From an optimization exercise on the open Yosys and OpenROAD flow, aimed at small area and a short achievable clock period; shortcuts taken in it are not production practice. Function was checked by simulation only, so behaviour that the tests miss may differ from the original.

==> inputs of 08-04 <==
==> flow/design.v <==
module core(
    input clock,
    input reset,  
    output reg [31:0] next_program_counter,
    input [31:0] program_memory_value,
    output [31:0] memory_address,
    output [31:0] memory_write_value,
    output [2:0] memory_write_sections,  
    input [31:0] memory_read_value,
    input usb_packet_ready,
    output handled_usb_packet,
    input mip_mtip  
);
    reg [31:1] program_counter;  
    reg stall;  
    reg [4:0] load_register;  
    reg [2:0] load_funct3;
    reg [4:0] load_buffer_register;  
    reg [31:0] load_buffer_value;
    reg mstatus_mie, mstatus_mpie;
    reg mie_meie, mie_mtie, mie_msie;
    reg [29:0] mtvec_base;
    reg [31:0] mscratch;
    reg [29:0] mepc;
    reg [31:0] mcause;
    reg [63:0] mcycle, minstret;
    wire [31:0] pc = { program_counter, 1'b0 };
    wire [31:0] instruction = program_memory_value;
    wire [6:0] opcode = instruction[6:0];
    wire [2:0] funct3 = instruction[14:12];
    wire [4:0] rd = instruction[11:7];
    wire [4:0] rs1 = instruction[19:15];
    wire [4:0] rs2 = instruction[24:20];
    wire [11:0] csr = instruction[31:20];
    wire is_lui = opcode == 7'b0110111;
    wire is_auipc = opcode == 7'b0010111;
    wire is_jal = opcode == 7'b1101111;
    wire is_jalr = opcode == 7'b1100111;
    wire is_branch = opcode == 7'b1100011;
    wire is_load = opcode == 7'b0000011;
    wire is_store = opcode == 7'b0100011;
    wire is_op_imm = opcode == 7'b0010011;
    wire is_op = opcode == 7'b0110011;
    wire is_fence = opcode == 7'b0001111;
    wire is_system = opcode == 7'b1110011;
    wire rs1_zero = rs1 == 5'd0;
    wire is_priv = is_system && funct3 == 3'b000;
    wire priv_ok = rs1_zero && rd == 5'd0;
    wire is_ecall = is_priv && priv_ok && csr == 12'h000;
    wire is_ebreak = is_priv && priv_ok && csr == 12'h001;
    wire is_mret = is_priv && priv_ok && csr == 12'h302;
    wire is_wfi = is_priv && priv_ok && csr == 12'h105;
    wire csr_read_only = csr[11:10] == 2'b11;
    wire csr_writes = funct3[1:0] == 2'b01 || !rs1_zero;
    wire is_csr = is_system && funct3[1:0] != 2'b00 && !(csr_read_only && csr_writes);
    wire branch_ok = funct3[2:1] != 2'b01;
    wire load_ok = funct3 != 3'b011 && funct3[2:1] != 2'b11;
    wire store_ok = !funct3[2] && funct3[1:0] != 2'b11;
    wire legal = is_lui || is_auipc || is_jal || is_jalr || (is_branch && branch_ok)
        || (is_load && load_ok) || (is_store && store_ok) || is_op_imm || is_op
        || (is_fence && funct3 == 3'b000) || is_mret || is_wfi || is_csr;
    wire interrupt_timer = mstatus_mie && mie_mtie && mip_mtip;
    wire interrupt = interrupt_timer || (mstatus_mie && mie_meie && usb_packet_ready);
    wire exception = !stall && !legal;
    wire trap = interrupt || exception;
    wire execute = !stall && !interrupt && legal;
    reg [31:0] load_value;
    always @* begin
        case (load_funct3[1:0])
            2'b00: load_value = { {24{memory_read_value[7] && !load_funct3[2]}}, memory_read_value[7:0] };
            2'b01: load_value = { {16{memory_read_value[15] && !load_funct3[2]}}, memory_read_value[15:0] };
            default: load_value = memory_read_value;
        endcase
    end
    wire load_arriving = load_register != 5'd0;
    wire buffer_full = load_buffer_register != 5'd0;
    wire [4:0] forward_register = load_arriving ? load_register : load_buffer_register;
    wire [31:0] forward_value = load_arriving ? load_value : load_buffer_value;
    wire [31:0] rs1_value, rs2_value;
    wire [31:0] i_immediate = { {21{instruction[31]}}, instruction[30:20] };
    wire [31:0] s_immediate = { {21{instruction[31]}}, instruction[30:25], instruction[11:7] };
    wire [31:0] b_immediate = { {20{instruction[31]}}, instruction[7], instruction[30:25], instruction[11:8], 1'b0 };
    wire [31:0] u_immediate = { instruction[31:12], 12'b0 };
    wire [31:0] j_immediate = { {12{instruction[31]}}, instruction[19:12], instruction[20], instruction[30:21], 1'b0 };
    wire [31:0] address;
    adder address_adder(rs1_value, is_store ? s_immediate : i_immediate, address);
    assign memory_address = address;
    assign memory_write_value = rs2_value;
    assign memory_write_sections = execute && is_store ? { funct3[1], funct3[1] || funct3[0], 1'b1 } : 3'b000;
    assign handled_usb_packet = 1'b0;
    wire [31:0] target;
    adder target_adder(pc, is_jal ? j_immediate : is_branch ? b_immediate : u_immediate, target);
    wire [31:0] pc_increment = increment32({ 2'b00, program_counter[31:2] }, 1'b1);
    wire [31:0] pc_plus_4 = { pc_increment[29:0], program_counter[1], 1'b0 };
    wire taken;
    comparator comparator(funct3, rs1_value, rs2_value, taken);
    reg [31:0] early_next_program_counter;
    always @* begin
        if (interrupt || exception) begin
            early_next_program_counter = { mtvec_base, 2'b00 };
        end else if (stall) begin
            early_next_program_counter = pc;
        end else if (is_jal) begin
            early_next_program_counter = target;
        end else if (is_mret) begin
            early_next_program_counter = { mepc, 2'b00 };
        end else begin
            early_next_program_counter = pc_plus_4;
        end
    end
    wire no_trap = !stall && !interrupt && !exception;
    wire select_jalr = no_trap && is_jalr;
    wire select_branch = no_trap && is_branch;
    wire [31:0] next_program_counter_value;
    next_pc_select next_pc_select(select_jalr, select_branch, taken, address, target, early_next_program_counter, next_program_counter_value);
    always @* next_program_counter = next_program_counter_value;
    wire [31:0] alu_result;
    alu alu(funct3, is_op && instruction[30] && funct3 == 3'b000, instruction[30] && funct3 == 3'b101,
        rs1_value, is_op ? rs2_value : i_immediate, alu_result);
    reg [31:0] csr_value;
    always @* begin
        csr_value = 32'b0;
        case (csr[11:10])
            2'b00: begin  
                if (csr[6]) begin
                    case (csr[2:0])
                        3'd0: csr_value = mscratch;
                        3'd1: csr_value = { mepc, 2'b00 };
                        3'd2: csr_value = mcause;
                        3'd4: csr_value = { 20'b0, usb_packet_ready, 3'b0, mip_mtip, 7'b0 };
                        default: csr_value = 32'b0;
                    endcase
                end else if (csr[5:4] == 2'b00) begin
                    case (csr[3:0])
                        4'h0: csr_value = { 19'b0, 2'b11, 3'b0, mstatus_mpie, 3'b0, mstatus_mie, 3'b0 };
                        4'h1: csr_value = 32'h40000100;
                        4'h4: csr_value = { 20'b0, mie_meie, 3'b0, mie_mtie, 3'b0, mie_msie, 3'b0 };
                        4'h5: csr_value = { mtvec_base, 2'b00 };
                        default: csr_value = 32'b0;
                    endcase
                end
            end
            2'b10: begin  
                if (csr[4:0] == 5'd0) begin
                    csr_value = csr[7] ? mcycle[63:32] : mcycle[31:0];
                end else if (csr[4:0] == 5'd2) begin
                    csr_value = csr[7] ? minstret[63:32] : minstret[31:0];
                end
            end
            default: csr_value = 32'b0;
        endcase
    end
    wire [31:0] csr_operand = funct3[2] ? { 27'b0, rs1 } : rs1_value;
    wire [31:0] csr_write_value = funct3[1:0] == 2'b01 ? csr_operand
        : funct3[1:0] == 2'b10 ? csr_value | csr_operand : csr_value & ~csr_operand;
    wire csr_write = execute && is_csr && csr_writes;
    reg [31:0] result;
    always @* begin
        if (is_lui) result = u_immediate;
        else if (is_auipc) result = target;
        else if (is_jal || is_jalr) result = pc_plus_4;
        else if (is_system) result = csr_value;
        else result = alu_result;
    end
    wire writes_rd = is_lui || is_auipc || is_jal || is_jalr || is_op_imm || is_op || is_csr;
    wire result_write = execute && writes_rd && rd != 5'd0 && !reset;
    wire load_write = load_arriving && !reset;
    wire [4:0] file_write_address = result_write ? rd : load_write ? load_register : load_buffer_register;
    wire [31:0] file_write_value = result_write ? result : load_write ? load_value : load_buffer_value;
    registers registers(clock, file_write_address, file_write_value, forward_register, forward_value, rs1, rs1_value, rs2, rs2_value);
    always @(posedge clock) begin
        if (result_write && load_write && rd != load_register) begin
            load_buffer_register <= load_register;
            load_buffer_value <= load_value;
        end else if (!(result_write && buffer_full && rd != load_buffer_register)) begin
            load_buffer_register <= 5'd0;
        end
    end
    function [31:0] increment32(input [31:0] x, input carry_in);
        integer i;
        reg group_carry;
        begin
            group_carry = carry_in;
            for (i = 0; i < 32; i = i + 1) begin
                increment32[i] = x[i] ^ (group_carry & ((x & ((32'd1 << i) - 32'd1)) >> (i - i % 8)) == (((32'd1 << i) - 32'd1) >> (i - i % 8)));
                if (i % 8 == 7) group_carry = group_carry & (x[i -: 8] == 8'hff);
            end
        end
    endfunction
    wire write_mcycle = csr_write && csr == 12'hB00;
    wire write_mcycleh = csr_write && csr == 12'hB80;
    wire write_minstret = csr_write && csr == 12'hB02;
    wire write_minstreth = csr_write && csr == 12'hB82;
    wire retire = !stall && !trap;
    wire [31:0] mcycle_low = increment32(mcycle[31:0], !write_mcycleh);
    wire [31:0] mcycle_high = increment32(mcycle[63:32], mcycle[31:0] == 32'hffffffff && !write_mcycle);
    wire [31:0] minstret_low = increment32(minstret[31:0], retire && !write_minstreth);
    wire [31:0] minstret_high = increment32(minstret[63:32], retire && minstret[31:0] == 32'hffffffff && !write_minstret);
    always @(posedge clock) begin
        if (reset) begin
            program_counter <= 31'd0;
            stall <= 1'b1;
            load_register <= 5'd0;
            mstatus_mie <= 1'b0;
            mcause <= 32'd0;
            mcycle <= 64'd0;
            minstret <= 64'd0;
        end else begin
            program_counter <= next_program_counter[31:1];
            stall <= 1'b0;
            load_register <= execute && is_load ? rd : 5'd0;
            load_funct3 <= funct3;
            if (trap) begin
                mcause <= interrupt ? { 1'b1, 27'b0, interrupt_timer ? 4'd7 : 4'd11 }
                    : { 28'b0, is_ecall ? 4'd11 : is_ebreak ? 4'd3 : 4'd2 };
                mepc <= program_counter[31:2];
                mstatus_mpie <= mstatus_mie;
                mstatus_mie <= 1'b0;
            end else if (execute && is_mret) begin
                mstatus_mie <= mstatus_mpie;
                mstatus_mpie <= 1'b1;
            end else if (csr_write) begin
                case (csr)
                    12'h300: begin
                        mstatus_mie <= csr_write_value[3];
                        mstatus_mpie <= csr_write_value[7];
                    end
                    12'h304: begin
                        mie_msie <= csr_write_value[3];
                        mie_mtie <= csr_write_value[7];
                        mie_meie <= csr_write_value[11];
                    end
                    12'h305: mtvec_base <= csr_write_value[31:2];
                    12'h340: mscratch <= csr_write_value;
                    12'h341: mepc <= csr_write_value[31:2];
                    12'h342: mcause <= csr_write_value;
                    default: ;
                endcase
            end
            mcycle[31:0] <= write_mcycle ? csr_write_value : mcycle_low;
            mcycle[63:32] <= write_mcycleh ? csr_write_value : mcycle_high;
            minstret[31:0] <= write_minstret ? csr_write_value : minstret_low;
            minstret[63:32] <= write_minstreth ? csr_write_value : minstret_high;
        end
    end
endmodule
module next_pc_select(select_jalr, select_branch, taken, address, target, other, result);
    input select_jalr, select_branch, taken;
    input [31:0] address, target, other;
    output [31:0] result;
    assign result = select_jalr ? { address[31:1], 1'b0 } : select_branch && taken ? target : other;
endmodule
module alu(funct3, subtract, arithmetic, operand1, operand2, result);
    input [2:0] funct3;
    input subtract, arithmetic;
    input [31:0] operand1, operand2;
    output reg [31:0] result;
    wire negate = subtract || funct3 == 3'b010 || funct3 == 3'b011;
    wire [32:0] sum = { 1'b0, operand1 } + { 1'b0, negate ? ~operand2 : operand2 } + { 32'b0, negate };
    wire less_unsigned = !sum[32];
    wire less_signed = operand1[31] != operand2[31] ? operand1[31] : sum[31];
    wire left = !funct3[2];
    reg [31:0] shift_in, shift_out;
    integer i;
    always @* begin
        for (i = 0; i < 32; i = i + 1) begin
            shift_in[i] = left ? operand1[31 - i] : operand1[i];
        end
    end
    wire [32:0] shifted = $signed({ arithmetic && operand1[31], shift_in }) >>> operand2[4:0];
    always @* begin
        for (i = 0; i < 32; i = i + 1) begin
            shift_out[i] = left ? shifted[31 - i] : shifted[i];
        end
    end
    always @* begin
        case (funct3)
            3'b000: result = sum[31:0];
            3'b001: result = shift_out;
            3'b010: result = { 31'b0, less_signed };
            3'b011: result = { 31'b0, less_unsigned };
            3'b100: result = operand1 ^ operand2;
            3'b101: result = shift_out;
            3'b110: result = operand1 | operand2;
            default: result = operand1 & operand2;
        endcase
    end
endmodule
module adder(operand1, operand2, result);
    input [31:0] operand1, operand2;
    output [31:0] result;
    assign result = operand1 + operand2;
endmodule
module comparator(operation, operand1, operand2, result);
    input [2:0] operation;
    input [31:0] operand1, operand2;
    output result;
    wire equal = operand1 == operand2;
    wire less_signed = $signed(operand1) < $signed(operand2);
    wire less_unsigned = operand1 < operand2;
    wire r = operation[2] ? (operation[1] ? less_unsigned : less_signed) : equal;
    assign result = r ^ operation[0];
endmodule
module registers(clock, write_address, write_value, bypass_register, bypass_value, read_address_1, read_value_1, read_address_2, read_value_2);
    input clock;
    input [4:0] write_address, bypass_register, read_address_1, read_address_2;
    input [31:0] write_value, bypass_value;
    output reg [31:0] read_value_1, read_value_2;
    reg [31:0] r[31:1];
    always @(posedge clock) begin
        if (write_address != 0) begin
            r[write_address] <= write_value;
        end
    end
    reg [31:1] select_1, select_2, bypass;
    reg hit_1, hit_2;
    integer i;
    always @* begin
        for (i = 1; i < 32; i = i + 1) begin
            select_1[i] = read_address_1 == i;
            select_2[i] = read_address_2 == i;
            bypass[i] = bypass_register == i;
        end
        hit_1 = |(select_1 & bypass);
        hit_2 = |(select_2 & bypass);
        read_value_1 = {32{hit_1}} & bypass_value;
        read_value_2 = {32{hit_2}} & bypass_value;
        for (i = 1; i < 32; i = i + 1) begin
            read_value_1 = read_value_1 | ({32{select_1[i] && !bypass[i]}} & r[i]);
            read_value_2 = read_value_2 | ({32{select_2[i] && !bypass[i]}} & r[i]);
        end
    end
endmodule
==> flow/run.sh <==
#!/bin/bash
# synth_recipe.tcl (not shown) runs the flow's synth.tcl, then flattens the netlist and writes it again
# the make line also repeats each setting of config.mk as NAME=value (left out here)
make -C /OpenROAD-flow-scripts/flow DESIGN_CONFIG=/design/flow/config.mk WORK_HOME=/design/flow/orfs CLKGATE_MAP_FILE= SYNTH_SCRIPT=/design/flow/synth_recipe.tcl finish
==> flow/config.mk <==
export PLATFORM = sky130hd
export DESIGN_NAME = core
export DESIGN_NICKNAME = core
export VERILOG_FILES = /design/flow/design.v
export SDC_FILE = /design/flow/constraint.sdc
export NUM_CORES = 4
export LEC_CHECK = 0
export CAP_MARGIN = 20
export CORE_MARGIN = 2
export CORE_UTILIZATION = 45
export CTS_BUF_LIST = sky130_fd_sc_hd__clkbuf_8
export SETUP_SLACK_MARGIN = 4.0
export SLEW_MARGIN = 20
export SYNTH_HIERARCHICAL = 1
export SYNTH_MINIMUM_KEEP_SIZE = 0
==> flow/constraint.sdc <==
create_clock -name core_clock -period 13.0 [get_ports {clock}]
set_input_delay 2.6000 -clock core_clock [delete_from_list [all_inputs] [get_ports {clock}]]
set_output_delay 2.6000 -clock core_clock [all_outputs]
set_load 0.01 [all_outputs]
==> 08-19 (differences from 08-04) <==
==> flow/design.v, changed modules only <==
module adder(operand1, operand2, result);
    input [31:0] operand1, operand2;
    output [31:0] result;
    reg [31:0] g, p, gn, pn;
    integer level, i;
    always @* begin
        g = operand1 & operand2;
        p = operand1 ^ operand2;
        for (level = 0; level < 5; level = level + 1) begin
            gn = g;
            pn = p;
            for (i = 0; i < 32; i = i + 1) begin
                if ((i >> level) % 2 == 1) begin
                    gn[i] = g[i] | (p[i] & g[((i >> level) << level) - 1]);
                    pn[i] = p[i] & p[((i >> level) << level) - 1];
                end
            end
            g = gn;
            p = pn;
        end
    end
    assign result = operand1 ^ operand2 ^ { g[30:0], 1'b0 };
endmodule
module comparator(operation, operand1, operand2, result);
    input [2:0] operation;
    input [31:0] operand1, operand2;
    output result;
    reg [30:0] less, equal;
    integer level, i;
    always @* begin
        less = ~operand1[30:0] & operand2[30:0];
        equal = ~(operand1[30:0] ^ operand2[30:0]);
        for (level = 0; level < 5; level = level + 1) begin
            for (i = 0; i + (1 << level) < 31; i = i + (2 << level)) begin
                less[i] = less[i + (1 << level)] | (equal[i + (1 << level)] & less[i]);
                equal[i] = equal[i + (1 << level)] & equal[i];
            end
        end
    end
    wire same_sign = operand1[31] == operand2[31];
    wire equal_all = same_sign && equal[0];
    wire less_signed = same_sign ? less[0] : operand1[31];
    wire less_unsigned = same_sign ? less[0] : operand2[31];
    wire r = operation[2] ? (operation[1] ? less_unsigned : less_signed) : equal_all;
    assign result = r ^ operation[0];
endmodule
TNS_END_PERCENT = 10   (was default)
==> results.txt <==
08-19 went through all stages and came out clean. 08-04 produced a clean layout.
Between 08-04 and 08-19, the lower global-route usage is in 08-04 (gap 0.21 points).
Sequential share of layout area: 08-04 is lower than 08-19 (0.11 points).
Between 08-04 and 08-19, the lower synthesized cell count is in 08-19 (gap about 1.5%, measured against 08-19).
Clock skew: 08-19 is lower than 08-04 (0.011 ns).
In 08-19 the cell count is lower than in 08-04, by 0.45%.
In 08-04 the clock-buffer cell count is lower than in 08-19, by 17.

[static timing again, ports no longer ideal]
No port has a modelled driver above. Below, the same layouts with a new extraction and two added sets of constraints. Step 1 sets driving cells, clkbuf_16 on the clock port and buf_2 on the other inputs (assumed; they add their load-dependent delay and slew). Step 2 adds t to the input delays and takes it off the output delays; t is the mean of the earliest and latest rising clock arrival at the registers after step 1. Input paths then give back, and output paths get back, about the clock's delay inside the block. Slacks: ideal / step 1 / step 2; pairs: ideal / step 1.
run	t, ns	setup WS [ns]	worst setup path after step 2	worst register clock-pin slew, ns	pins driven straight from the clock port
08-04	1.135	2.450 / 2.336 / 2.336	input to output	0.08 / 0.08	1
08-19	1.098	2.796 / 2.546 / 2.131	input to register	0.09 / 0.09	1
After both steps every run listed still meets setup and hold. For 08-19, which loses most, drivers alone change the setup slack by -0.250 ns; drivers and shift together by -0.665 ns.
